From an optimization exercise on the open Yosys and OpenROAD flow, aimed at small area and a short achievable clock period; shortcuts taken in it are not production practice.
The RTL was checked by simulation tests, not by an equivalence proof against the original design.
Power and IR drop assume default switching activity.

===== flow/run.sh =====
#!/bin/bash
# synth_recipe.tcl (not shown) runs the flow's synth.tcl, then flattens the netlist and writes it again
# the make line also repeats each setting of config.mk as NAME=value (left out here)
make -C /OpenROAD-flow-scripts/flow DESIGN_CONFIG=/design/flow/config.mk WORK_HOME=/design/flow/orfs CLKGATE_MAP_FILE= SYNTH_SCRIPT=/design/flow/synth_recipe.tcl finish

===== flow/config.mk =====
export PLATFORM = sky130hd
export DESIGN_NAME = CPU
export DESIGN_NICKNAME = CPU
export VERILOG_FILES = /design/flow/design.v
export SDC_FILE = /design/flow/constraint.sdc
export NUM_CORES = 4
export LEC_CHECK = 0
export CAP_MARGIN = 20
export CORE_MARGIN = 2
export CORE_UTILIZATION = 40
export PLACE_DENSITY = 0.6
export SLEW_MARGIN = 20

===== flow/constraint.sdc =====
create_clock -name core_clock -period 12.0 [get_ports {clock}]
set_input_delay 2.4000 -clock core_clock [delete_from_list [all_inputs] [get_ports {clock}]]
set_output_delay 2.4000 -clock core_clock [all_outputs]
set_load 0.01 [all_outputs]

===== flow/design.v =====
module Sign_Extenter_6bit(out_16, in_6);
output [15:0] out_16;
input [5:0] in_6;
assign out_16 = {{10{in_6[5]}},in_6[5:0]};
endmodule
module Sign_Extenter_9bit(out_16, in_9);
output [15:0] out_16;
input [8:0] in_9;
assign out_16 = {{7{in_9[8]}},in_9[8:0]};
endmodule
module Zero_Padder_9bit(out_16, in_9);
output [15:0] out_16;
input [8:0] in_9;
assign out_16 = {in_9[8:0], {7{1'b0}}};
endmodule
module PC_Plus_Immediate(PC_out, PC_in, Imm_in);
output [15:0] PC_out;
input [15:0] PC_in, Imm_in;
assign PC_out = PC_in + Imm_in;
endmodule
module mux2to1_16bit
(out_data,in_data0,in_data1,select);
input [15:0] in_data0,in_data1;
input select;
output reg [15:0] out_data;
always @(*)
  begin
    case (select)
      1'b0: out_data = in_data0;
      1'b1: out_data = in_data1;
	endcase
  end
endmodule 
module mux4to1_16bit
(out_data,in_data0,in_data1,in_data2,in_data3,select,reset);
input [15:0] in_data0,in_data1,in_data2,in_data3;
input [1:0] select;
input reset;
output reg [15:0] out_data;
always @(*)
  begin
    case (select)
      2'b00: 
		begin
			if(reset)
				out_data <= 16'b0;
			else
				out_data <= in_data0;
		end
      2'b01: 
		begin
			if(reset)
				out_data <= 16'b0;
			else
				out_data <= in_data1;
		end
      2'b10:
		begin
			if(reset)
				out_data <= 16'b0;
			else
				out_data <= in_data2;
		end
      2'b11:
		begin
			if(reset)
				out_data <= 16'b0;
			else
				out_data <= in_data3;
		end
    endcase
  end
endmodule 
module mux8to1_16bit(out_data,in_data0,in_data1,in_data2,in_data3,in_data4,in_data5,in_data6,in_data7,select);
input [15:0] in_data0,in_data1,in_data2,in_data3,in_data4,in_data5,in_data6,in_data7;
input [2:0] select;
output reg [15:0] out_data;
always @(*)
  begin
    case (select)
      3'b000: out_data = in_data0;
      3'b001: out_data = in_data1;
      3'b010: out_data = in_data2;
      3'b011: out_data = in_data3;
		3'b100: out_data = in_data4;
		3'b101: out_data = in_data5;
		3'b110: out_data = in_data6;
		3'b111: out_data = in_data7;
    endcase
  end
endmodule 
module decoder3to8(outp,inp,enable);
input [2:0]inp;
input enable;
output reg [7:0]outp;
always @(*)  
	begin  
		if(enable == 1'b1)
		begin
			case (inp)  
				3'b000 : outp <= 8'b00000001;  
				3'b001 : outp <= 8'b00000010;  
				3'b010 : outp <= 8'b00000100;   
				3'b011 : outp <= 8'b00001000;    
				3'b100 : outp <= 8'b00010000;    
				3'b101 : outp <= 8'b00100000;    
				3'b110 : outp <= 8'b01000000;   
				3'b111 : outp <= 8'b10000000;    
		 endcase  
		end
		else
			outp <= 8'b0;
  end  
endmodule
module register_16bit(data_out,data_in,clock,reset,enable);
input [15:0] data_in;
input clock,reset,enable;
output reg [15:0] data_out;
always @(posedge clock)
begin
	if(! reset)
	begin
		if(enable)
			data_out <= data_in;
	end
	else
		data_out <= 16'b0;
end
endmodule
module RegisterFile
(data_read0, 
data_read1, 
data_write, 
data_read0_address, 
data_read1_address, 
data_write_address, 
clock, 
reset, 
reg_write_enable);
input [15:0] data_write;
input [2:0] data_read0_address, data_read1_address, data_write_address;
input clock, reset, reg_write_enable;
output [15:0] data_read0, data_read1;
wire [15:0] reg_output [7:0];
wire [7:0] reg_enable ;
decoder3to8 decoder_regFile (reg_enable,data_write_address,reg_write_enable);
assign reg_output[0] = 16'b0;
genvar i;
generate
	for(i=1 ; i<8 ;i=i+1) begin : gen_reg
		register_16bit reg_i (reg_output[i],data_write,clock,reset,reg_enable[i]);
	end
endgenerate
mux8to1_16bit mux_0(data_read0,reg_output[0],reg_output[1],reg_output[2],reg_output[3],reg_output[4],reg_output[5],reg_output[6],reg_output[7],data_read0_address);
mux8to1_16bit mux_1(data_read1,reg_output[0],reg_output[1],reg_output[2],reg_output[3],reg_output[4],reg_output[5],reg_output[6],reg_output[7],data_read1_address);
endmodule
module PC(PC_out, PC_in, clock, reset);
output reg [15:0] PC_out;
input [15:0] PC_in;
input clock, reset;
always @(posedge clock)
begin
	if(! reset)
		PC_out <= PC_in;
	else
		PC_out <= 16'b0;
end
endmodule
module PC_Incrementer(PC_out, PC_in, reset, clock);
output reg [15:0] PC_out;
input [15:0] PC_in;
input reset, clock;
always @(*)
begin
	if(reset)
		PC_out <= 16'b0;
	else
		PC_out <= PC_in + 1'b1;
end
endmodule
module BP_Controller(PC_mux_sel_line, BTA_in, H_BP_out, clock, reset);
output reg PC_mux_sel_line;
input [15:0] BTA_in;
input clock, reset, H_BP_out;
always @(posedge clock)
begin
	if(reset)
		PC_mux_sel_line <= 1'b0;
	else if(BTA_in == 16'b0 && !reset)
		PC_mux_sel_line <= 1'b0;
	else if(BTA_in != 16'b0 && !reset && H_BP_out)
		PC_mux_sel_line <= 1'b1;
	else
		PC_mux_sel_line <= 1'b0;
end
endmodule
module BranchPredictor(add_BP_out, BTA_BP_out, BTA_BP_out_delayed, H_BP_out, add_BP_in, PC_BP_in, BTA_BP_in, H_BP_in, PC_in, clock, reset, BP_write_enable);
output reg [15:0] BTA_BP_out, BTA_BP_out_delayed;
output reg H_BP_out;
output reg [3:0] add_BP_out;
input [15:0] PC_BP_in, BTA_BP_in, PC_in;  
input H_BP_in, clock, reset, BP_write_enable;
input [2:0] add_BP_in;
reg [15:0] PC_BP[7:0];
reg [15:0] BTA_BP[7:0];
reg [2:0] add_BP[7:0];
reg H_BP[7:0];	 
integer k;
always @(posedge clock)
begin
	if(reset)
	begin
		for(k=0; k< 8; k=k+1)
		begin
			PC_BP[k] <= 16'b0;
			BTA_BP[k] <= 16'b0;
			add_BP[k] <= 3'b0;
			H_BP[k] <= 1'b0;
		end
	end
	else if(BP_write_enable)
	begin
		PC_BP[add_BP_in] <= PC_BP_in;
		BTA_BP[add_BP_in] <= BTA_BP_in;
		add_BP[add_BP_in] <= add_BP_in;
		H_BP[add_BP_in] <= H_BP_in;
	end
end
always @(*)  
begin
	if(PC_BP_in == PC_BP[0])
	begin
		add_BP_out <= {1'b1, add_BP[0]};
	end
	else if(PC_BP_in == PC_BP[1])
	begin
		add_BP_out <= {1'b1, add_BP[1]};
	end
	else if(PC_BP_in == PC_BP[2])
	begin
		add_BP_out <= {1'b1, add_BP[2]};
	end
	else if(PC_BP_in == PC_BP[3])
	begin
		add_BP_out <= {1'b1, add_BP[3]};
	end
	else if(PC_BP_in == PC_BP[4])
	begin
		add_BP_out <= {1'b1, add_BP[4]};
	end
	else if(PC_BP_in == PC_BP[5])
	begin
		add_BP_out <= {1'b1, add_BP[5]};
	end
	else if(PC_BP_in == PC_BP[6])
	begin
		add_BP_out <= {1'b1, add_BP[6]};
	end
	else if(PC_BP_in == PC_BP[7])
	begin
		add_BP_out <= {1'b1, add_BP[7]};
	end
	else 
	begin
		add_BP_out <= 4'b0000;
	end
end
always @(*)    
begin
	if(PC_in == PC_BP[0])
	begin
		BTA_BP_out <= BTA_BP[0];
		H_BP_out <= H_BP[0];
	end
	else if(PC_in == PC_BP[1])
		begin
		BTA_BP_out <= BTA_BP[1];
		H_BP_out <= H_BP[1];
	end
	else if(PC_in == PC_BP[2])
		begin
		BTA_BP_out <= BTA_BP[2];
		H_BP_out <= H_BP[2];
	end
	else if(PC_in == PC_BP[3])
		begin
		BTA_BP_out <= BTA_BP[3];
		H_BP_out <= H_BP[3];
	end
	else if(PC_in == PC_BP[4])
		begin
		BTA_BP_out <= BTA_BP[4];
		H_BP_out <= H_BP[4];
	end
	else if(PC_in == PC_BP[5])
		begin
		BTA_BP_out <= BTA_BP[5];
		H_BP_out <= H_BP[5];
	end
	else if(PC_in == PC_BP[6])
		begin
		BTA_BP_out <= BTA_BP[6];
		H_BP_out <= H_BP[6];
	end
	else if(PC_in == PC_BP[7])
		begin
		BTA_BP_out <= BTA_BP[7];
		H_BP_out <= H_BP[7];
	end
	else
		begin
		BTA_BP_out <= 16'b0;
		H_BP_out <= 1'b0;
	end
end
always @(posedge clock)    
begin
	if(PC_in == PC_BP[0])
	begin
		BTA_BP_out_delayed <= BTA_BP[0];
	end
	else if(PC_in == PC_BP[1])
		begin
		BTA_BP_out_delayed <= BTA_BP[1];
	end
	else if(PC_in == PC_BP[2])
		begin
		BTA_BP_out_delayed <= BTA_BP[2];
	end
	else if(PC_in == PC_BP[3])
		begin
		BTA_BP_out_delayed <= BTA_BP[3];
	end
	else if(PC_in == PC_BP[4])
		begin
		BTA_BP_out_delayed <= BTA_BP[4];
	end
	else if(PC_in == PC_BP[5])
		begin
		BTA_BP_out_delayed <= BTA_BP[5];
	end
	else if(PC_in == PC_BP[6])
		begin
		BTA_BP_out_delayed <= BTA_BP[6];
	end
	else if(PC_in == PC_BP[7])
		begin
		BTA_BP_out_delayed <= BTA_BP[7];
	end
	else
		begin
		BTA_BP_out_delayed <= 16'b0;
	end
end
endmodule
module Branch_Predictor_address_counter(count, clock, reset, enable);
output reg [1:0] count;
input clock,reset, enable;
always @(posedge clock)
begin
	if(reset)
		count <= 2'b0;
	else if(!reset && enable)
		count <= count + 1;
end
endmodule
module IF_ID_reg
(
PC_plus1_out_IF_ID,
PC_out_IF_ID,
Instruction_out_IF_ID,
Valid_out_IF_ID,
PC_plus1_in_IF_ID,
PC_in_IF_ID,
Instruction_in_IF_ID,
Valid_in_IF_ID,
clock,
flush
);
output reg [15:0] PC_plus1_out_IF_ID,PC_out_IF_ID, Instruction_out_IF_ID;
output reg Valid_out_IF_ID;
input [15:0] Instruction_in_IF_ID, PC_plus1_in_IF_ID, PC_in_IF_ID;
input Valid_in_IF_ID, clock, flush;
always @(posedge clock)
begin
	if(flush)  
	begin
		PC_plus1_out_IF_ID <= 16'b0;
		Instruction_out_IF_ID <= 16'b1111111111111111;
		PC_out_IF_ID <= 16'b0;
		Valid_out_IF_ID <= 1'b0;
	end
	else 
	begin
		PC_plus1_out_IF_ID <= PC_plus1_in_IF_ID;
		PC_out_IF_ID <= PC_in_IF_ID;
		Instruction_out_IF_ID <= Instruction_in_IF_ID;
		Valid_out_IF_ID <= Valid_in_IF_ID;
	end
end
endmodule
module Instruction_decoder(
WB,
Memory,
EX,
src1,
src2,
dest,
imm9,
imm6,
imm_controller,
Instruction
);
output reg [2:0] WB;
output reg [1:0] Memory;
output reg [3:0] EX;
output reg [3:0] src1, src2;
output reg [2:0] dest;
output reg [8:0] imm9;
output reg [5:0] imm6;
output reg imm_controller;
input [15:0] Instruction;
wire [1:0] condition;
assign condition = Instruction[1:0];
wire [3:0] opcode;
assign opcode = Instruction[15:12];
always @(*)
begin
	case(opcode)
		4'b0000:                              
		begin
			WB <= 3'b110;
			Memory <= 2'b00;
			EX[3] <= 1'b0;
			src1 <= {1'b1, Instruction[11:9]};
			src2 <= {1'b1, Instruction[8:6]};
			dest <= Instruction[5:3];
			imm6 <= Instruction[5:0];
			imm9 <= Instruction[8:0];
			imm_controller <= 1'b0;
				if(condition == 2'b00)          
					EX[2:0] <= 3'b000;	
				else if (condition == 2'b10)    
					EX[2:0] <= 3'b001;
				else if (condition == 2'b01)    
					EX[2:0] <= 3'b010;
				else
					EX[2:0] <= 3'b111;
		end
		4'b0001:  
		begin
			WB <= 3'b110;
			Memory <= 2'b00;
			EX <= 4'b1011;
			src1 <= {1'b1, Instruction[11:9]};
			src2 <= {1'b0, Instruction[8:6]};   
			dest <= Instruction[8:6];   
			imm6 <= Instruction[5:0];
			imm9 <= Instruction[8:0];
			imm_controller <= 1'b1;
		end
		4'b0010:  
		begin
			WB <= 3'b110;
			Memory <= 2'b00;
			EX[3] <= 1'b0;
			src1 <= {1'b1, Instruction[11:9]};
			src2 <= {1'b1, Instruction[8:6]};
			dest <= Instruction[5:3];
			imm6 <= Instruction[5:0];
			imm9 <= Instruction[8:0];
			imm_controller <= 1'b0;
				if(condition == 2'b00) 
					EX[2:0] <= 3'b100;	
				else if (condition == 2'b10) 
					EX[2:0] <= 3'b101;
				else if (condition == 2'b01) 
					EX[2:0] <= 3'b110;
				else
					EX[2:0] <= 3'b111;
		end
		4'b0011:  
		begin
			WB <= 3'b111;
			Memory <= 2'b00;
			EX <= 4'b1111;
			src1 <= {1'b0, Instruction[11:9]};  
			src2 <= {1'b0, Instruction[8:6]};   
			dest <= Instruction[11:9];  
			imm6 <= Instruction[5:0];
			imm9 <= Instruction[8:0];
			imm_controller <= 1'b0;
		end
		4'b0100:  
		begin
			WB <= 3'b100;
			Memory <= 2'b10;
			EX <= 4'b1011;
			src1 <= {1'b1, Instruction[11:9]};		 
			src2 <= {1'b0, Instruction[11:9]};  	 
			dest <= Instruction[8:6]; 		 
			imm6 <= Instruction[5:0];
			imm9 <= Instruction[8:0];
			imm_controller <= 1'b0;
		end
		4'b0101:  
		begin
			WB <= 3'b000;
			Memory <= 2'b01;
			EX <= 4'b1011;
			src1 <= {1'b1, Instruction[11:9]};		 
			src2 <= {1'b1, Instruction[8:6]};	  	 
			dest <= Instruction[8:6]; 				 
			imm6 <= Instruction[5:0];
			imm9 <= Instruction[8:0];
			imm_controller <= 1'b0;
		end
		4'b1100:  
		begin
			WB <= 3'b000;
			Memory <= 2'b00;
			EX <= 4'b0000;
			src1 <= {1'b1, Instruction[11:9]};  
			src2 <= {1'b1, Instruction[8:6]};   
			dest <= Instruction[11:9];  
			imm6 <= Instruction[5:0];
			imm9 <= Instruction[8:0];
			imm_controller <= 1'b0;
		end
		4'b1000:  
		begin
			WB <= 3'b101;
			Memory <= 2'b00;
			EX <= 4'b0000;
			src1 <= {1'b0, Instruction[11:9]};  
			src2 <= {1'b0, Instruction[8:6]};   
			dest <= Instruction[11:9];  
			imm6 <= Instruction[5:0];
			imm9 <= Instruction[8:0];
			imm_controller <= 1'b1;
		end
		4'b1001:  
		begin
			WB <= 3'b101;
			Memory <= 2'b00;
			EX <= 4'b0000;
			src1 <= {1'b0, Instruction[11:9]};  
			src2 <= {1'b1, Instruction[8:6]};   
			dest <= Instruction[11:9];  
			imm6 <= Instruction[5:0];
			imm9 <= Instruction[8:0];
			imm_controller <= 1'b0;
		end
		default :
			begin
			WB <= 3'b000;
			Memory <= 2'b00;
			EX <= 4'b1111;
			src1 <= {1'b0, Instruction[11:9]};  
			src2 <= {1'b1, Instruction[8:6]};  
			dest <= Instruction[11:9];  
			imm6 <= Instruction[5:0];
			imm9 <= Instruction[8:0];
			imm_controller <= 1'b0;
		end
	endcase
end
endmodule
module ID_RF_reg(
PC_out_ID_RF,
PC_plus1_out_ID_RF,
WB_out_ID_RF,
Memory_out_ID_RF,
Ex_out_ID_RF,
opcode_out,
src1_out_ID_RF,
src2_out_ID_RF,
dest_out_ID_RF,
imm9_out,
imm6_out,
Valid_out_ID_RF,
imm_controller_out,
PC_in_ID_RF,
PC_plus1_in_ID_RF,
WB_in_ID_RF,
Memory_in_ID_RF,
Ex_in_ID_RF,
opcode_in,
src1_in_ID_RF,
src2_in_ID_RF,
dest_in_ID_RF,
imm9_in,
imm6_in,
Valid_in_ID_RF,
imm_controller_in,
clock,
reset
);
output reg [15:0] PC_out_ID_RF;
output reg [15:0] PC_plus1_out_ID_RF;
output reg [2:0] WB_out_ID_RF;
output reg [1:0] Memory_out_ID_RF;
output reg [3:0] Ex_out_ID_RF;
output reg [3:0] src1_out_ID_RF, src2_out_ID_RF;
output reg [2:0] dest_out_ID_RF;
output reg [3:0] opcode_out;
output reg [5:0] imm6_out;
output reg [8:0] imm9_out;
output reg Valid_out_ID_RF, imm_controller_out;
input [15:0] PC_in_ID_RF;
input [15:0] PC_plus1_in_ID_RF;
input [2:0] WB_in_ID_RF;
input [1:0] Memory_in_ID_RF;
input [3:0] Ex_in_ID_RF;
input [3:0] src1_in_ID_RF, src2_in_ID_RF;
input [2:0] dest_in_ID_RF;
input [3:0] opcode_in;
input [8:0] imm9_in;
input [5:0] imm6_in;
input Valid_in_ID_RF, imm_controller_in;
input clock;
input reset;
always @(posedge clock)
begin
	if(! reset)
		begin
			PC_out_ID_RF <= PC_in_ID_RF;
			PC_plus1_out_ID_RF <= PC_plus1_in_ID_RF;
			WB_out_ID_RF <= WB_in_ID_RF;
			Memory_out_ID_RF <= Memory_in_ID_RF;
			Ex_out_ID_RF <= Ex_in_ID_RF;
			src1_out_ID_RF <= src1_in_ID_RF;
			src2_out_ID_RF <= src2_in_ID_RF;
			dest_out_ID_RF <= dest_in_ID_RF;
			imm9_out <= imm9_in;
			imm6_out <= imm6_in;
			opcode_out <= opcode_in;
			Valid_out_ID_RF <= Valid_in_ID_RF;
			imm_controller_out <= imm_controller_in;
		end
	else
		begin
			PC_out_ID_RF <= 16'b0;
			PC_plus1_out_ID_RF <= 16'b0;
			WB_out_ID_RF <= 3'b0;
			Memory_out_ID_RF <= 2'b0;
			Ex_out_ID_RF <= 4'b0;
			src1_out_ID_RF <= 4'b0;
			src2_out_ID_RF <= 4'b0;
			dest_out_ID_RF <= 3'b0;
			imm9_out <= 9'b0;
			imm6_out <= 6'b0;
			opcode_out <= 4'b1111;
			Valid_out_ID_RF <= 1'b0;
			imm_controller_out <= 1'b0;
		end
end
endmodule
module Branch_Load_controller
(
mux_controller,
valid,
BP_write_enable,
PC_BP_in,
BTA_BP_in,
H_BP_in,
add_BP_in,
enable1, 
enable2,
IF_ID_src1,
IF_ID_src2,
ID_RF_opcode,
IF_ID_opcode,
ID_RF_dest,
RA_read,
RB_read,
Valid_out_ID_RF,
add_BP_out,
BTA_in_pc_plus_imm,
PC_out_IF_ID,					 
PC_out_ID_RF,
count1,
count2,
clock,
reset
);
output reg [1:0] mux_controller;
output reg valid, BP_write_enable, H_BP_in, enable1, enable2;
output reg [15:0] PC_BP_in, BTA_BP_in;
output reg [2:0] add_BP_in;
input [3:0] IF_ID_src1, IF_ID_src2;
input [2:0] ID_RF_dest;
input [3:0] ID_RF_opcode, IF_ID_opcode, add_BP_out;
input [15:0] RA_read, RB_read, BTA_in_pc_plus_imm, PC_out_IF_ID, PC_out_ID_RF;
input Valid_out_ID_RF, clock, reset;
input [1:0] count1;
input [1:0] count2;
always @(*)
begin
	case(ID_RF_opcode)
		4'b1100:  
		begin
			if((RA_read == RB_read) && Valid_out_ID_RF && (PC_out_IF_ID == BTA_in_pc_plus_imm))
			begin
				mux_controller <= 2'b11;
				valid <=1'b1;                
				BP_write_enable <= 1'b0;
				PC_BP_in <= 16'b0;
				BTA_BP_in <= 16'b0;
				H_BP_in <= 1'b0;
				add_BP_in <= 3'b0;
				enable1 <= 1'b0;
				enable2 <= 1'b0;
			end
			else if((RA_read == RB_read) && Valid_out_ID_RF && (PC_out_IF_ID != BTA_in_pc_plus_imm))
			begin
				mux_controller <= 2'b01;
				valid <=1'b0;                
				BP_write_enable <= 1'b1;
				PC_BP_in <= PC_out_ID_RF;
				BTA_BP_in <= BTA_in_pc_plus_imm;
				H_BP_in <= 1'b1;
				if (add_BP_out[3] == 1'b0)
				begin
					add_BP_in <= {1'b0, count1};
				end
				else
				begin
					add_BP_in <= add_BP_out[2:0];
				end
				enable1 <= 1'b1;
				enable2 <= 1'b0;
			end
			else if((RA_read != RB_read) && Valid_out_ID_RF && (PC_out_IF_ID == BTA_in_pc_plus_imm))	 
			begin
				mux_controller <= 2'b10;
				valid <=1'b0;                
				BP_write_enable <= 1'b1;
				PC_BP_in <= PC_out_ID_RF;
				BTA_BP_in <= BTA_in_pc_plus_imm;
				H_BP_in <= 1'b0;
				add_BP_in <= add_BP_out[2:0];
				enable1 <= 1'b0;
				enable2 <= 1'b0;
			end
			else if((RA_read != RB_read) && Valid_out_ID_RF && (PC_out_IF_ID != BTA_in_pc_plus_imm)) 
			begin
				mux_controller <= 2'b11;
				valid <=1'b1;                
				BP_write_enable <= 1'b1;
				PC_BP_in <= PC_out_ID_RF;
				BTA_BP_in <= BTA_in_pc_plus_imm;
				H_BP_in <= 1'b0;
				if (add_BP_out[3] == 1'b0)
				begin
					add_BP_in <= {1'b0, count1};
				end
				else
				begin
					add_BP_in <= add_BP_out[2:0];
				end
				enable1 <= 1'b0;
				enable2 <= 1'b0;
			end
			else
			begin
				mux_controller <= 2'b11;
				valid <=1'b1;
				BP_write_enable <= 1'b0;
				PC_BP_in <= 16'b0;
				BTA_BP_in <= 16'b0;
				H_BP_in <= 1'b1;
				add_BP_in <= 3'b0;
				enable1 <= 1'b0;
				enable2 <= 1'b0;
			end	
		end
		4'b1000:  
		begin
			if(Valid_out_ID_RF && (PC_out_IF_ID == BTA_in_pc_plus_imm))
			begin
				mux_controller <= 2'b11;
				valid <=1'b1;                
				BP_write_enable <= 1'b0;
				PC_BP_in <= 16'b0;
				BTA_BP_in <= 16'b0;
				H_BP_in <= 1'b1;
				add_BP_in <= 3'b0;
				enable1 <= 1'b0;
				enable2 <= 1'b0;
			end
			else if(Valid_out_ID_RF && (PC_out_IF_ID != BTA_in_pc_plus_imm))
			begin
				mux_controller <= 2'b01;
				valid <=1'b0;                
				BP_write_enable <= 1'b1;
				PC_BP_in <= PC_out_ID_RF;
				BTA_BP_in <= BTA_in_pc_plus_imm;
				H_BP_in <= 1'b1;
				if (add_BP_out[3] == 1'b0)
				begin
					add_BP_in <= {1'b1, count2};
				end
				else
				begin
					add_BP_in <= add_BP_out[2:0];
				end
				enable1 <= 1'b0;
				enable2 <= 1'b1;
			end
			else
			begin
				mux_controller <= 2'b11;
				valid <=1'b1;
				BP_write_enable <= 1'b0;
				PC_BP_in <= 16'b0;
				BTA_BP_in <= 16'b0;
				H_BP_in <= 1'b0;
				add_BP_in <= 3'b0;
				enable1 <= 1'b0;
				enable2 <= 1'b0;
			end	
		end
		4'b1001:  
		begin
			if(Valid_out_ID_RF)
			begin
				mux_controller <= 2'b00;          
				valid <=1'b0;
				BP_write_enable <= 1'b0;
				PC_BP_in <= 16'b0;
				BTA_BP_in <= 16'b0;
				H_BP_in <= 1'b0;
				add_BP_in <= 3'b0;
				enable1 <= 1'b0;
				enable2 <= 1'b0;
			end
			else
			begin
				mux_controller <= 2'b11;
				valid <=1'b1;
				BP_write_enable <= 1'b0;
				PC_BP_in <= 16'b0;
				BTA_BP_in <= 16'b0;
				H_BP_in <= 1'b0;
				add_BP_in <= 3'b0;
				enable1 <= 1'b0;
				enable2 <= 1'b0;
			end
		end
		4'b0011:  
		begin
				mux_controller <= 2'b11;
				valid <=1'b1;
				BP_write_enable <= 1'b0;
				PC_BP_in <= 16'b0;
				BTA_BP_in <= 16'b0;
				H_BP_in <= 1'b0;
				add_BP_in <= 3'b0;
				enable1 <= 1'b0;
				enable2 <= 1'b0;
		end
		4'b0100:  
		begin
			if((((IF_ID_src1[2:0] == ID_RF_dest) && (IF_ID_src1[3] == 1'b1)) || ((IF_ID_src2[2:0] == ID_RF_dest) && (IF_ID_src2[3] == 1'b1))) && (IF_ID_opcode == 4'b0000 || IF_ID_opcode == 4'b0001 || IF_ID_opcode == 4'b0010 
			|| IF_ID_opcode == 4'b0101 || IF_ID_opcode == 4'b1100 || IF_ID_opcode == 4'b1001) && Valid_out_ID_RF)  
			begin
				mux_controller <= 2'b10;
				valid <=1'b0;
				BP_write_enable <= 1'b0;
				PC_BP_in <= 16'b0;
				BTA_BP_in <= 16'b0;
				H_BP_in <= 1'b0;
				add_BP_in <= 3'b0;
				enable1 <= 1'b0;
				enable2 <= 1'b0;
			end
			else
			begin
				mux_controller <= 2'b11;
				valid <=1'b1;
				BP_write_enable <= 1'b0;
				PC_BP_in <= 16'b0;
				BTA_BP_in <= 16'b0;
				H_BP_in <= 1'b0;
				add_BP_in <= 3'b0;
				enable1 <= 1'b0;
				enable2 <= 1'b0;
			end
		end
		default:
		begin
			mux_controller <= 2'b11;
			valid <=1'b1;
			BP_write_enable <= 1'b0;
			PC_BP_in <= 16'b0;
			BTA_BP_in <= 16'b0;
			H_BP_in <= 1'b0;
			add_BP_in <= 3'b0;
			enable1 <= 1'b0;
			enable2 <= 1'b0;
		end
	endcase
end
endmodule
module Forward_Controller
(
mux_controller_A,
mux_controller_B,
src1_ID_RF,
src2_ID_RF,
dest_RF_EX,
dest_EX_M,
dest_M_WB,
wb_RF_EX,
wb_EX_M,
wb_M_WB
);
output reg [1:0] mux_controller_A, mux_controller_B;
input [2:0] src1_ID_RF, src2_ID_RF, dest_RF_EX, dest_EX_M, dest_M_WB;
input wb_RF_EX, wb_EX_M, wb_M_WB;
always @(*)
begin
	if(src1_ID_RF == dest_RF_EX && wb_RF_EX)
		mux_controller_A <= 2'b01;
	else if(src1_ID_RF == dest_EX_M && wb_EX_M)
		mux_controller_A <= 2'b10;
	else if(src1_ID_RF == dest_M_WB && wb_M_WB)
		mux_controller_A <= 2'b11;
	else
		mux_controller_A <= 2'b00;
end
always @(*)
begin
	if(src2_ID_RF == dest_RF_EX && wb_RF_EX)
		mux_controller_B <= 2'b01;
	else if(src2_ID_RF == dest_EX_M && wb_EX_M)
		mux_controller_B <= 2'b10;
	else if(src2_ID_RF == dest_M_WB && wb_M_WB)
		mux_controller_B <= 2'b11;
	else
		mux_controller_B <= 2'b00;
end
endmodule
module RF_EX_reg
(
PC_plus1_out_RF_EX,
WB_out_RF_EX,
Memory_out_RF_EX,
Ex_out_RF_EX,
src1_out_RF_EX,
src2_out_RF_EX,
RA_data_out,
RB_data_out,
RB_direct_data_out,
SE16_out_RF_EX,
Zero_pad_out_RF_EX,
Dest_out_RF_EX,
Valid_out_RF_EX,
PC_plus1_in_RF_EX,
WB_in_RF_EX,
Memory_in_RF_EX,
Ex_in_RF_EX,
src1_in_RF_EX,
src2_in_RF_EX,
RA_data_in,
RB_data_in,
RB_direct_data_in,
SE16_in_RF_EX,
Zero_pad_in_RF_EX,
Dest_in_RF_EX,
Valid_in_RF_EX,
clock,
reset
);
output reg [15:0] PC_plus1_out_RF_EX;
output reg [2:0] WB_out_RF_EX;
output reg [1:0] Memory_out_RF_EX;
output reg [3:0] Ex_out_RF_EX;
output reg [3:0] src1_out_RF_EX, src2_out_RF_EX;
output reg [15:0] RA_data_out, RB_data_out, RB_direct_data_out, SE16_out_RF_EX, Zero_pad_out_RF_EX;
output reg [2:0] Dest_out_RF_EX;
output reg Valid_out_RF_EX;
input [15:0] PC_plus1_in_RF_EX;
input [2:0] WB_in_RF_EX;
input [1:0] Memory_in_RF_EX;
input [3:0] Ex_in_RF_EX;
input [3:0] src1_in_RF_EX, src2_in_RF_EX;
input [15:0] RA_data_in, RB_data_in, RB_direct_data_in, SE16_in_RF_EX, Zero_pad_in_RF_EX;
input [2:0] Dest_in_RF_EX;
input Valid_in_RF_EX;
input clock;
input reset;
always @(posedge clock)
begin
	if(! reset)
		begin
			PC_plus1_out_RF_EX <= PC_plus1_in_RF_EX;
			WB_out_RF_EX <= WB_in_RF_EX;
			Memory_out_RF_EX <= Memory_in_RF_EX;
			Ex_out_RF_EX <= Ex_in_RF_EX;
			src1_out_RF_EX <= src1_in_RF_EX;
			src2_out_RF_EX <= src2_in_RF_EX;
			RA_data_out <= RA_data_in;
			RB_data_out <= RB_data_in;
			RB_direct_data_out <= RB_direct_data_in;
			SE16_out_RF_EX <= SE16_in_RF_EX;
			Zero_pad_out_RF_EX <= Zero_pad_in_RF_EX;
			Dest_out_RF_EX <= Dest_in_RF_EX;
			Valid_out_RF_EX <= Valid_in_RF_EX;
		end
	else
		begin
			PC_plus1_out_RF_EX <= 16'b0;
			WB_out_RF_EX <= 3'b0;
			Memory_out_RF_EX <= 2'b0;
			Ex_out_RF_EX <= 4'b0;
			src1_out_RF_EX <= 4'b0;
			src2_out_RF_EX <= 4'b0;
			RA_data_out <= 16'b0;
			RB_data_out <= 16'b0;
			RB_direct_data_out <= 16'b0;
			SE16_out_RF_EX <= 16'b0;
			Zero_pad_out_RF_EX <= 16'b0;
			Dest_out_RF_EX <= 3'b0;
			Valid_out_RF_EX <= 1'b0;
		end
end
endmodule
module ALU(out_alu, carry_out, zero_out, ccr_enable, bus_a, bus_b, carry_in, zero_in, alu_control);
output reg [15:0] out_alu;
output reg carry_out, zero_out, ccr_enable;
input [15:0] bus_a, bus_b;
input [2:0] alu_control;
input carry_in, zero_in;
wire [16:0] temp_result;
assign temp_result = bus_a + bus_b;
always @(*)
begin
	out_alu <= 16'b0;
	carry_out <= carry_in;
	zero_out <= zero_in;
	ccr_enable <= 1'b0;
	case(alu_control)
		3'b000 :  
		begin
			out_alu <= temp_result[15:0];
			carry_out <= temp_result[16];
			if(temp_result[15:0] == 16'b0)
			begin
				zero_out <= 1'b1;
				ccr_enable <= 1'b1;
			end
			else
			begin
				zero_out <= 1'b0;
				ccr_enable <= 1'b1;
			end
		end
		3'b001 :  
		begin
			if(carry_in == 1'b1)
			begin
				out_alu <= temp_result[15:0];
				carry_out <= temp_result[16];
				if(temp_result[15:0] == 16'b0)
				begin
					zero_out <= 1'b1;
					ccr_enable <= 1'b1;
				end
				else
				begin
					zero_out <= 1'b0;
					ccr_enable <= 1'b1;
				end
			end
			else
			begin
				out_alu <= 16'b0;
				ccr_enable <= 1'b0;
			end
		end
		3'b010 :  
		begin
			if(zero_in == 1'b1)
			begin
				out_alu <= temp_result[15:0];
				carry_out <= temp_result[16];
				if(temp_result[15:0] == 16'b0) 
				begin
					zero_out <= 1'b1;
					ccr_enable <= 1'b1;
				end
				else
				begin
					zero_out <= 1'b0;
					ccr_enable <= 1'b1;
				end
			end
			else
			begin
				out_alu <= 16'b0;
				ccr_enable <= 1'b0;
			end
		end
		3'b011 :  
			begin
				out_alu <= temp_result[15:0];
				if(temp_result[15:0] == 16'b0)
				begin
					zero_out <= 1'b1;
					ccr_enable <= 1'b1;
				end
				else
				begin
					zero_out <= 1'b0;
					ccr_enable <= 1'b1;
				end
			end
		3'b100 :  
			begin
				out_alu <= ~(bus_a & bus_b);
				if(temp_result[15:0] == 16'b0)
				begin
					zero_out <= 1'b1;
					ccr_enable <= 1'b1;
				end
				else
				begin
					zero_out <= 1'b0;
					ccr_enable <= 1'b1;
				end
			end
		3'b101 :  
			begin
				out_alu <= ~(bus_a & bus_b);
				if(temp_result[15:0] == 16'b0)
				begin
					zero_out <= 1'b1;
					ccr_enable <= 1'b1;
				end
				else
				begin
					zero_out <= 1'b0;
					ccr_enable <= 1'b1;
				end
			end
		3'b110 :  
			begin
				out_alu <= ~(bus_a & bus_b);
				if(temp_result[15:0] == 16'b0)
				begin
					zero_out <= 1'b1;
					ccr_enable <= 1'b1;
				end
				else
				begin
					zero_out <= 1'b0;
					ccr_enable <= 1'b1;
				end
			end
		3'b111 :  
			out_alu <= 16'b0;
		default : 
			out_alu <= 16'b0;
	endcase
end
endmodule
module CCR(carry_out, zero_out, carry_in, zero_in, enable, clock, reset);
output reg carry_out, zero_out;
input carry_in, zero_in, enable, clock, reset;
always @(posedge clock)
begin
if(! reset)
	begin
		if(enable)
		begin
			carry_out <= carry_in;
			zero_out <= zero_in;
		end
	end
else
	begin
		carry_out <= 1'b0;
		zero_out <= 1'b0;
	end
end
endmodule
module ALU_with_CCR(
out_alu, bus_a, bus_b, alu_control, clock, reset
);
output [15:0] out_alu;
input [15:0] bus_a, bus_b;
input [2:0] alu_control;
input clock, reset;
wire carry_temp, zero_temp,zero_out, carry_in, carry_out, ccr_enable_temp;
ALU alu_instance(out_alu, carry_temp, zero_temp, ccr_enable_temp, bus_a, bus_b, carry_out, zero_out, alu_control);
CCR ccr_instance(carry_out, zero_out, carry_temp, zero_temp, ccr_enable_temp, clock, reset);
endmodule
module EX_M_reg
(
PC_plus1_out_EX_M,
WB_out_EX_M,
Memory_out_EX_M,
Memory_data_write_out_EX_M,
ALU_out,
Zero_pad_out_EX_M,
Dest_out_EX_M,
Valid_out_EX_M,
PC_plus1_in_EX_M,
WB_in_EX_M,
Memory_in_EX_M,
Memory_data_write_in_EX_M,
ALU_in,
Zero_pad_in_EX_M,
Dest_in_EX_M,
Valid_in_EX_M,
clock,
reset
);
output reg [15:0] PC_plus1_out_EX_M;
output reg [2:0] WB_out_EX_M;
output reg [1:0] Memory_out_EX_M;
output reg [15:0] ALU_out, Memory_data_write_out_EX_M, Zero_pad_out_EX_M;
output reg [2:0] Dest_out_EX_M;
output reg Valid_out_EX_M;
input [15:0] PC_plus1_in_EX_M;
input [2:0] WB_in_EX_M;
input [1:0] Memory_in_EX_M;
input [15:0] ALU_in, Memory_data_write_in_EX_M, Zero_pad_in_EX_M;
input [2:0] Dest_in_EX_M;
input Valid_in_EX_M;
input clock;
input reset;
always @(posedge clock)
begin
	if(! reset)
		begin
			PC_plus1_out_EX_M <= PC_plus1_in_EX_M;
			WB_out_EX_M <= WB_in_EX_M;
			Memory_out_EX_M <= Memory_in_EX_M;
			ALU_out <= ALU_in;
			Memory_data_write_out_EX_M <= Memory_data_write_in_EX_M;
			Zero_pad_out_EX_M <= Zero_pad_in_EX_M;
			Dest_out_EX_M <= Dest_in_EX_M;
			Valid_out_EX_M <= Valid_in_EX_M;
		end
	else
		begin
			PC_plus1_out_EX_M <= 16'b0;
			WB_out_EX_M <= 3'b0;
			Memory_out_EX_M <= 2'b0;
			ALU_out <= 16'b0;
			Memory_data_write_out_EX_M <=16'b0;
			Zero_pad_out_EX_M <= 16'b0;
			Dest_out_EX_M <= 3'b0;
			Valid_out_EX_M <= 1'b0;
		end
end
endmodule
module M_WB_reg
(
PC_plus1_out_M_WB,
WB_out_M_WB,
Memory_data_read_out_M_WB,
ALU_out,
Zero_pad_out_M_WB,
Dest_out_M_WB,
Valid_out_M_WB,
PC_plus1_in_M_WB,
WB_in_M_WB,
Memory_data_read_in_M_WB,
ALU_in,
Zero_pad_in_M_WB,
Dest_in_M_WB,
Valid_in_M_WB,
clock,
reset
);
output reg [15:0] PC_plus1_out_M_WB;
output reg [2:0] WB_out_M_WB;
output reg [15:0] ALU_out, Memory_data_read_out_M_WB, Zero_pad_out_M_WB;
output reg [2:0] Dest_out_M_WB;
output reg Valid_out_M_WB;
input [15:0] PC_plus1_in_M_WB;
input [2:0] WB_in_M_WB;
input [15:0] ALU_in, Memory_data_read_in_M_WB, Zero_pad_in_M_WB;
input [2:0] Dest_in_M_WB;
input Valid_in_M_WB;
input clock;
input reset;
always @(posedge clock)
begin
	if(! reset)
	begin
		PC_plus1_out_M_WB <= PC_plus1_in_M_WB;
		WB_out_M_WB <= WB_in_M_WB;
		ALU_out <= ALU_in;
		Memory_data_read_out_M_WB <= Memory_data_read_in_M_WB;
		Zero_pad_out_M_WB <= Zero_pad_in_M_WB;
		Dest_out_M_WB <= Dest_in_M_WB;
		Valid_out_M_WB <= Valid_in_M_WB;
	end
	else
	begin
		PC_plus1_out_M_WB <= 16'b0;
		WB_out_M_WB <= 3'b0;
		ALU_out <= 16'b0;
		Memory_data_read_out_M_WB <=16'b0;
		Zero_pad_out_M_WB <= 16'b0;
		Dest_out_M_WB <= 3'b0;
		Valid_out_M_WB <= 1'b0;
	end
end
endmodule
module CPU(clock, reset,
imem_addr, imem_data,
dmem_addr, dmem_wdata, dmem_we, dmem_re, dmem_rdata,
rf_we, rf_waddr, rf_wdata);
input clock, reset;
output [15:0] imem_addr;
input [15:0] imem_data;
output [15:0] dmem_addr, dmem_wdata;
output dmem_we, dmem_re;
input [15:0] dmem_rdata;
output rf_we;
output [2:0] rf_waddr;
output [15:0] rf_wdata;
wire [15:0] mux_out, pc_out, inst_bus, pc_plus_one, BTA_out, out_pc, PC_BP_in, BTA_BP_in, BTA_BP_out_delayed;
wire [2:0] WB, add_BP_in;
wire [1:0] Memory, count1, count2;
wire [3:0] EX;
wire [3:0] src1, src2, add_BP_out;
wire [2:0] dest;
wire [8:0] imm9;
wire [5:0] imm6;
wire [15:0] PC_plus1_out_IF_ID, PC_out_IF_ID, Instruction_out_IF_ID;
wire Valid_in, Valid_out_IF_ID, H_BP_in, enable1, enable2, PC_mux_sel, BP_write_enable, H_BP_out; 
wire imm_controller;
wire [15:0] PC_out_ID_RF;
wire [15:0] PC_plus1_out_ID_RF;
wire [2:0] WB_out_ID_RF;
wire [1:0] Memory_out_ID_RF;
wire [3:0] Ex_out_ID_RF;
wire [3:0] src1_out_ID_RF, src2_out_ID_RF;
wire [2:0] dest_out_ID_RF;
wire [3:0] opcode_out;
wire [5:0] imm6_out;
wire [8:0] imm9_out;
wire Valid_out_ID_RF, imm_controller_out;
wire Valid_in_and_gate;
wire [15:0] data_read0, data_read1, data_write;
wire [15:0] out_16_9bit, out_16_6bit, out_16_zero_padder;
wire [15:0] out_data;
wire [15:0] PC_out_mux_in;
wire [1:0] select_from_BL_controller;
wire [15:0] PC_plus1_out_RF_EX;
wire [2:0] WB_out_RF_EX;
wire [1:0] Memory_out_RF_EX;
wire [3:0] Ex_out_RF_EX;
wire [3:0] src1_out_RF_EX, src2_out_RF_EX;
wire [15:0] RA_data_out, RB_data_out, RB_direct_data_out, SE16_out_RF_EX, Zero_pad_out_RF_EX;
wire [2:0] Dest_out_RF_EX;
wire Valid_out_RF_EX;
wire [15:0] mux_instance2_4to1_out, mux_instance3_4to1_out, mux_instance2_2to1_out;
wire [15:0] alu_out_EX, alu_zero_pad_out_mux;
wire [1:0] mux_controller_A, mux_controller_B;
wire [15:0] PC_plus1_out_EX_M;
wire [2:0] WB_out_EX_M;
wire [1:0] Memory_out_EX_M;
wire [15:0] ALU_out_EX_M, Memory_data_write_out_EX_M, Zero_pad_out_EX_M, alu_mem_data_read_out_mux;
wire [2:0] Dest_out_EX_M;
wire Valid_out_EX_M;
wire [15:0] data_bus_read;
wire and1_output;
wire [15:0] PC_plus1_out_M_WB;
wire [2:0] WB_out_M_WB;
wire [15:0] ALU_out_M_WB, Memory_data_read_out_M_WB, Zero_pad_out_M_WB;
wire [2:0] Dest_out_M_WB;
wire Valid_out_M_WB;
wire reg_write_enable;
mux2to1_16bit mux2to1_16bit_instance5(out_pc, mux_out, BTA_BP_out_delayed, PC_mux_sel);
BP_Controller BP_Controller_instance(PC_mux_sel, BTA_out, H_BP_out, clock, reset);
PC pc_instance(pc_out, out_pc, clock, reset);
assign imem_addr = pc_out;
assign inst_bus = imem_data;
PC_Incrementer pc_incrementer_instance(pc_plus_one, pc_out, reset, clock);
BranchPredictor BranchPredictor_instance(add_BP_out, BTA_out, BTA_BP_out_delayed, H_BP_out, 
add_BP_in, PC_BP_in, BTA_BP_in, H_BP_in, mux_out, clock, reset, BP_write_enable);
Branch_Predictor_address_counter counter1(count1, clock, reset, enable1);
Branch_Predictor_address_counter counter2(count2, clock, reset, enable2);
IF_ID_reg if_id_reg_instance(PC_plus1_out_IF_ID, PC_out_IF_ID, Instruction_out_IF_ID, Valid_out_IF_ID,
 pc_plus_one, pc_out, inst_bus, Valid_in, clock, reset );
Instruction_decoder instruction_decoder_instance(WB, Memory, EX, src1, src2, dest, imm9, imm6, imm_controller, Instruction_out_IF_ID);
and and_instance3(Valid_in_and_gate, Valid_in, Valid_out_IF_ID);
ID_RF_reg id_RF_reg_instance(PC_out_ID_RF, PC_plus1_out_ID_RF, WB_out_ID_RF, Memory_out_ID_RF, Ex_out_ID_RF, opcode_out, src1_out_ID_RF,
src2_out_ID_RF, dest_out_ID_RF, imm9_out, imm6_out, Valid_out_ID_RF,imm_controller_out,
PC_out_IF_ID, PC_plus1_out_IF_ID, WB, Memory, EX,
Instruction_out_IF_ID[15:12], src1, src2, dest, imm9, imm6,
Valid_in_and_gate, imm_controller, clock,reset);
RegisterFile registerFile_instance(data_read0, data_read1, 
data_write, src1_out_ID_RF[2:0], src2_out_ID_RF[2:0], Dest_out_M_WB, clock, reset, reg_write_enable);
Sign_Extenter_9bit sign_Extenter_9bit_instance (out_16_9bit, imm9_out);
Sign_Extenter_6bit sign_Extenter_6bit_instance (out_16_6bit, imm6_out);
Zero_Padder_9bit zero_Padder_9bit_instance(out_16_zero_padder, imm9_out);
mux2to1_16bit mux2to1_16bit_instance1(out_data,out_16_6bit,out_16_9bit,imm_controller_out);
PC_Plus_Immediate pc_Plus_Immediate_instance (PC_out_mux_in, PC_out_ID_RF, out_data);
mux4to1_16bit mux4to1_16bit_instance1(mux_out,mux_instance2_2to1_out,PC_out_mux_in,PC_plus1_out_ID_RF,pc_plus_one,select_from_BL_controller, reset);
Branch_Load_controller branch_Load_controller_instance(select_from_BL_controller, 
Valid_in, BP_write_enable, PC_BP_in, BTA_BP_in, H_BP_in, add_BP_in,
enable1, enable2, src1, src2, opcode_out, Instruction_out_IF_ID[15:12], 
dest_out_ID_RF, mux_instance2_4to1_out, mux_instance2_2to1_out, Valid_out_ID_RF,
add_BP_out, PC_out_mux_in, PC_out_IF_ID, PC_out_ID_RF, count1, count2, clock, reset);
Forward_Controller forward_Controller_instance
(
mux_controller_A,
mux_controller_B,
src1_out_ID_RF[2:0], src2_out_ID_RF[2:0], Dest_out_RF_EX, Dest_out_EX_M, Dest_out_M_WB, WB_out_RF_EX[2], WB_out_EX_M[2], WB_out_M_WB[2]);
mux4to1_16bit mux4to1_16bit_instance2(mux_instance2_4to1_out, data_read0, alu_zero_pad_out_mux, alu_mem_data_read_out_mux, data_write, mux_controller_A, reset);
mux4to1_16bit mux4to1_16bit_instance3(mux_instance3_4to1_out, data_read1, alu_zero_pad_out_mux, alu_mem_data_read_out_mux, data_write, mux_controller_B, reset);
mux2to1_16bit mux2to1_16bit_instance2(mux_instance2_2to1_out, mux_instance3_4to1_out, out_16_6bit, Ex_out_ID_RF[3]);
RF_EX_reg rf_ex_reg_instance
(
PC_plus1_out_RF_EX, WB_out_RF_EX, Memory_out_RF_EX, Ex_out_RF_EX, src1_out_RF_EX, src2_out_RF_EX, RA_data_out,
RB_data_out, RB_direct_data_out, SE16_out_RF_EX, Zero_pad_out_RF_EX, Dest_out_RF_EX, Valid_out_RF_EX,
PC_plus1_out_ID_RF, WB_out_ID_RF, Memory_out_ID_RF, Ex_out_ID_RF, src1_out_ID_RF, src2_out_ID_RF,
mux_instance2_4to1_out, mux_instance2_2to1_out, mux_instance3_4to1_out, out_16_6bit, out_16_zero_padder, dest_out_ID_RF, Valid_out_ID_RF, clock, reset);
ALU_with_CCR alu_instance(alu_out_EX, RA_data_out, RB_data_out, Ex_out_RF_EX[2:0], clock, reset);
mux2to1_16bit mux2to1_16bit_instance3(alu_zero_pad_out_mux, alu_out_EX, Zero_pad_out_RF_EX, (WB_out_RF_EX[2] & WB_out_RF_EX[1] & WB_out_RF_EX[0]));
EX_M_reg EX_M_reg_instance
(
PC_plus1_out_EX_M, WB_out_EX_M, Memory_out_EX_M, Memory_data_write_out_EX_M, ALU_out_EX_M,
Zero_pad_out_EX_M, Dest_out_EX_M, Valid_out_EX_M,
PC_plus1_out_RF_EX, WB_out_RF_EX, Memory_out_RF_EX, RB_direct_data_out, alu_out_EX, Zero_pad_out_RF_EX,
Dest_out_RF_EX,Valid_out_RF_EX,clock,reset);
and and_instance1(and1_output, Memory_out_EX_M[1], Valid_out_EX_M);
assign dmem_addr = ALU_out_EX_M;
assign dmem_wdata = Memory_data_write_out_EX_M;
assign dmem_we = Memory_out_EX_M[0] & ~and1_output;
assign dmem_re = and1_output & ~Memory_out_EX_M[0];
assign data_bus_read = dmem_rdata;
mux4to1_16bit mux4to1_16bit_instance5(alu_mem_data_read_out_mux, data_bus_read, 16'b0, ALU_out_EX_M, Zero_pad_out_EX_M, WB_out_EX_M[1:0], reset);
M_WB_reg M_WB_reg_instance
(
PC_plus1_out_M_WB, WB_out_M_WB, Memory_data_read_out_M_WB, ALU_out_M_WB, Zero_pad_out_M_WB, Dest_out_M_WB, Valid_out_M_WB,
PC_plus1_out_EX_M, WB_out_EX_M, data_bus_read, ALU_out_EX_M, Zero_pad_out_EX_M, Dest_out_EX_M, Valid_out_EX_M, clock, reset);
mux4to1_16bit mux4to1_16bit_instance4(data_write, Memory_data_read_out_M_WB, 
PC_plus1_out_M_WB, ALU_out_M_WB, Zero_pad_out_M_WB, WB_out_M_WB[1:0], reset);
and and_instance2(reg_write_enable, WB_out_M_WB[2], Valid_out_M_WB);
assign rf_we = reg_write_enable;
assign rf_waddr = Dest_out_M_WB;
assign rf_wdata = data_write;
endmodule

==> impl_metrics.csv <==
group,metric,value,unit
clocking,post_cts_buffers,0,
clocking,clk_pin_slew,0.06,ns
worst_setup_path,start_kind,"input port",
sta,tightest_slew,1.24,ns
sta,setup_viol,0,
clocking,cts_resized,0,
synthesis,synth_top_flop_cell,"dfxtp_1",
power,p_leak,0.0159,uW
floorplan,start_util,40.2,%
clocking,clockBufferDepth,3,
run,cap_violations,0,
worst_setup_path,required,12.54,ns
placement,io_buffers,103,
sta,rsz0062_at_grt,"false",
placement,post-place-ws,0.743,ns
sta,max_freq,0.0923,GHz
grt,use_met2,53.4,%
sta,tns,0,ns
floorplan,die_area,105000,um^2
drt,dr.first_iter.drc_count,5119,
floorplan,die_x,324,um
drt,finalWirelength,183000,um
grt,antenna_found_initial,7,
placement,placedCellCount,5788,
clocking,cts-root-buf,"clkbuf_16",
sta,fin_ws,1.16,ns
placement,dpl.hpwl,138000,um
worst_setup_path,cp_max_fo,83,
floorplan,ios,104,
drt,vias,37273,
layout,final_cells,5938,
synthesis,synth.ff_latch_count,775,
drt,dr.pass1.iters,7,
clocking,cts_inserted_buffers,85,
sta,skew,0.0346,ns
synthesis,synthCells,4494,
worst_setup_path,end_kind,"flip-flop",
synthesis,async_reset_ff_share,0,%
layout,syn2layout_area_growth,13.3,%
worst_setup_path,crit_arrival,11.38,ns
synthesis,synth_top_area_cell,"dfxtp_1",
grt,grt_pass1_wl,257000,um
layout,num-nets-final,4575,
placement,finalWeightedCongestion,1.03,
synthesis,synth.avg_cell_area,9.09,um^2
sta,hold_viol,0,
floorplan,rows,117,
drt,post_drt_wl_per_cell,30.8,um
synthesis,synthTopCellsByArea,"dfxtp_1, edfxtp_1, nor2_1, nand2_1, nor2b_1",
synthesis,yosysUniqueCellTypes,114,
drt,drc,0,
synthesis,synth_area,40900,um^2
floorplan,dieHeight,324,um
drt,drt.antenna.violating_nets,0,
power,power_density,131,nW/um^2
grt,grt-ovfl-total,0,
floorplan,core,102000,um^2
clocking,tritoncts,"yes",
clocking,ctsHoldBuffers,0,
sta,fin_crit_sh,90.3,%
synthesis,synth_warnings,21,
min_path,hp-class,"flip-flop to flip-flop",
synthesis,synth_top_area_share,23.9,%
worst_setup_path,crit_type,"input port to flip-flop",
synthesis,synth-seq-area-share,45.0,%
grt,grt_use_met1,44.3,%
grt,grt_pass1_vias,34278,
sta,maxSlewViolCount,0,
clocking,cts.sinks,775,
power,vdd_drop_max,0.124,mV
synthesis,synth_edf_count,288,
clocking,htree_num_levels,3,
grt,grt_max_degree,141,
drt,post_drt_via_cell_ratio,6.28,
sta,min_period,10.84,ns
grt,grtUsageTotal,34.3,%
sta,relSlewSlack,17.0,%
clocking,clk_latency,0.69,ns
grt,met3_usage,5.89,%
grt,busiest_layer,"met2",
run_status,status,"no timing/DRC/antenna violations",
layout,drive_above_1_share,10.1,%
[final cells by class]
class / instances / area, um^2
Fill cell: 9827 / 55300
Timing Repair Buffer: 228 / 2060
Antenna cell: 2 / 5.00
Clock buffer: 110 / 2340
Multi-Input combinational cell: 3325 / 20900
Sequential cell: 775 / 18400
Tap cell: 1368 / 1710
Inverter: 92 / 345
Clock inverter: 38 / 474
[power breakdown]
group	internal, uW	total (uW)	leakage [uW]	switching (uW)
registers	2800	2900	0.00687	102
clock network	1540	2660	0.00137	1120
logic	169	503	0.00771	334
[state kept, by name, summed over array words and instances, names as in the netlist, 16 cells and up, named ones only]
name and cells:
BranchPredictor_instance.PC_BP 128, EX_M_reg_instance.PC_plus1_out_EX_M 16, if_id_reg_instance.PC_plus1_out_IF_ID 16, BranchPredictor_instance.add_BP 24
rf_ex_reg_instance.RB_direct_data_out 16, EX_M_reg_instance.ALU_out 16, if_id_reg_instance.Instruction_out_IF_ID 16, pc_instance.PC_out 16
M_WB_reg_instance.PC_plus1_out_M_WB 16, EX_M_reg_instance.Memory_data_write_out_EX_M 16, rf_ex_reg_instance.RA_data_out 16, BranchPredictor_instance.BTA_BP_out_delayed 16
M_WB_reg_instance.Memory_data_read_out_M_WB 16, registerFile_instance.gen.reg_i.data_out 112, BranchPredictor_instance.BTA_BP 128, rf_ex_reg_instance.PC_plus1_out_RF_EX 16
id_RF_reg_instance.PC_plus1_out_ID_RF 16, rf_ex_reg_instance.RB_data_out 16, if_id_reg_instance.PC_out_IF_ID 16, id_RF_reg_instance.PC_out_ID_RF 16
M_WB_reg_instance.ALU_out 16
[worst paths after layout]
| kind | from | to | slack [ns] | cells past startpoint |
|---|---|---|---|---|
| hold reg to reg | if_id_reg_instance.PC_plus1_out_IF_ID[9] | id_RF_reg_instance.PC_plus1_out_ID_RF[9] | 0.43 | 1 |
| hold / removal | if_id_reg_instance.PC_plus1_out_IF_ID[9] | id_RF_reg_instance.PC_plus1_out_ID_RF[9] | 0.43 | 1 |
| setup reg to reg | id_RF_reg_instance.src2_out_ID_RF[1] | BP_Controller_instance.PC_mux_sel_line | 1.89 | 23 |
| setup / recovery | reset | BP_Controller_instance.PC_mux_sel_line | 1.16 | 22 |
[logic make-up (layout without fill, tap and decap cells)]
logic type / after synthesis / count (layout) / synth area share [%]
and+or+nand+nor: 1900 / 1900 / 23.2
xor gates and xnor gates: 199 / 199 / 4.37
DFF: 775 / 775 / 45.0
buffers and inverters: 405 / 468 / 4.09
muxes: 120 / 120 / 3.97
adders and majority gates: 34 / 34 / 1.08
AOI/OAI and AO/OA: 1060 / 1060 / 18.2
other: 1 / 14 / 0.00918
[per-layer routing]
metal	part of all wire [%]	up-vias
li1	-	16408
met1	40	18163
met2	44	2160
met3	8.5	538
met4	7.3	4
met5	0.012	-
[cell usage in the layout (no fill, tap or decap), types with 42 or more instances in the layout]
cell / count
o32ai_1: 42
a31oi_1: 79
and3_1: 42
or2_2: 47
mux2i_1: 46
a21oi_1: 257
xor2_1: 62
inv_1: 90
edfxtp_1: 288
xnor2_1: 131
nand2_1: 402
nand2b_1: 42
a211oi_1: 91
a22oi_1: 51
dfxtp_1: 479
nor4_1: 50
clkdlybuf4s50_1: 102
buf_4: 118
clkbuf_16: 86
nor3_1: 111
nor2_1: 617
nor2b_1: 228
nand3_1: 104
mux2_2: 42
o21ai_0: 114
[through the flow]
| stage | power, uW | util [%] | cell area [um^2] | hold slack (ns) |
|---|---|---|---|---|
| 2_1_floorplan | 3190 | - | 40900 | 0.414 |
| 4_1_cts | 6080 | 45.5 | 46300 | 0.430 |
| 6_report | 6060 | 45.6 | 46300 | 0.433 |
| 3_3_place_gp | 3440 | 42.8 | 43500 | 0.415 |
| 3_5_place_dp | 3440 | 42.8 | 43500 | 0.420 |
| 5_1_grt | 6220 | 45.5 | 46300 | 0.442 |
[cells in the mapped netlist (35+ instances only)]
master / count
or2_2: 47
edfxtp_1: 288
xnor2_1: 132
nand2_1: 410
o211ai_1: 41
buf_2: 75
o21ai_0: 114
nand3_1: 104
nor2_1: 618
dfxtp_1: 487
inv_1: 91
a211oi_1: 92
a21oi_1: 258
buf_1: 38
a31oi_1: 79
o32ai_1: 42
nand2b_1: 42
mux2i_1: 46
xor2_1: 64
nor4bb_1: 38
nor4_1: 50
and3_1: 42
nand4_1: 38
a22oi_1: 51
mux2_2: 42
nor2b_1: 228
and2_1: 35
nor3_1: 112
clkbuf_1: 188
[critical path, cell delays in order]
cell and delay (ns):
buf_8 0.20, or2_2 0.39, nor4_2 0.86, a22oi_1 0.26, a31oi_1 0.50, xor2_1 0.13, a211o_1 0.36, nor4_2 0.64
nand2_1 0.31, o21ai_2 0.93, buf_4 0.36, a31oi_1 0.14, a21oi_1 0.77, xnor2_1 0.20, nand4_1 0.51, nor4_4 0.62
nor2b_1 0.16, a221o_1 0.32, a222oi_1 0.38, or4b_1 0.50, nor4_1 0.25, a41oi_1 0.14

==> afterwards: timing with drivers on the ports <==
The results above use ideal ports. As a check the final layout listed here was re-extracted and re-timed, cells and wires unchanged.
Step 1 (the two cells are an assumption about what drives the block):
set clk [get_ports {clock}]
set_driving_cell -lib_cell sky130_fd_sc_hd__clkbuf_16 $clk
set_driving_cell -lib_cell sky130_fd_sc_hd__buf_2 [delete_from_list [all_inputs] $clk]
Step 2 adds t to the input delays and takes it off the output delays; t is the mean of the earliest and latest rising clock arrival at the registers after step 1. Input paths then give back, and output paths get back, about the clock's delay inside the block.
Slacks: no drivers / after step 1 / after step 2; pairs: no drivers / after step 1.
t (ns): 0.755
setup slack, ns: 1.163 / 1.181 / 0.426
clock arrival spread, ns: 0.036 / 0.036
pins driven straight from the clock port: 1
After both steps setup and hold are still met in this run. For this run, drivers alone change the setup slack by +0.018 ns; drivers and shift together by -0.737 ns.
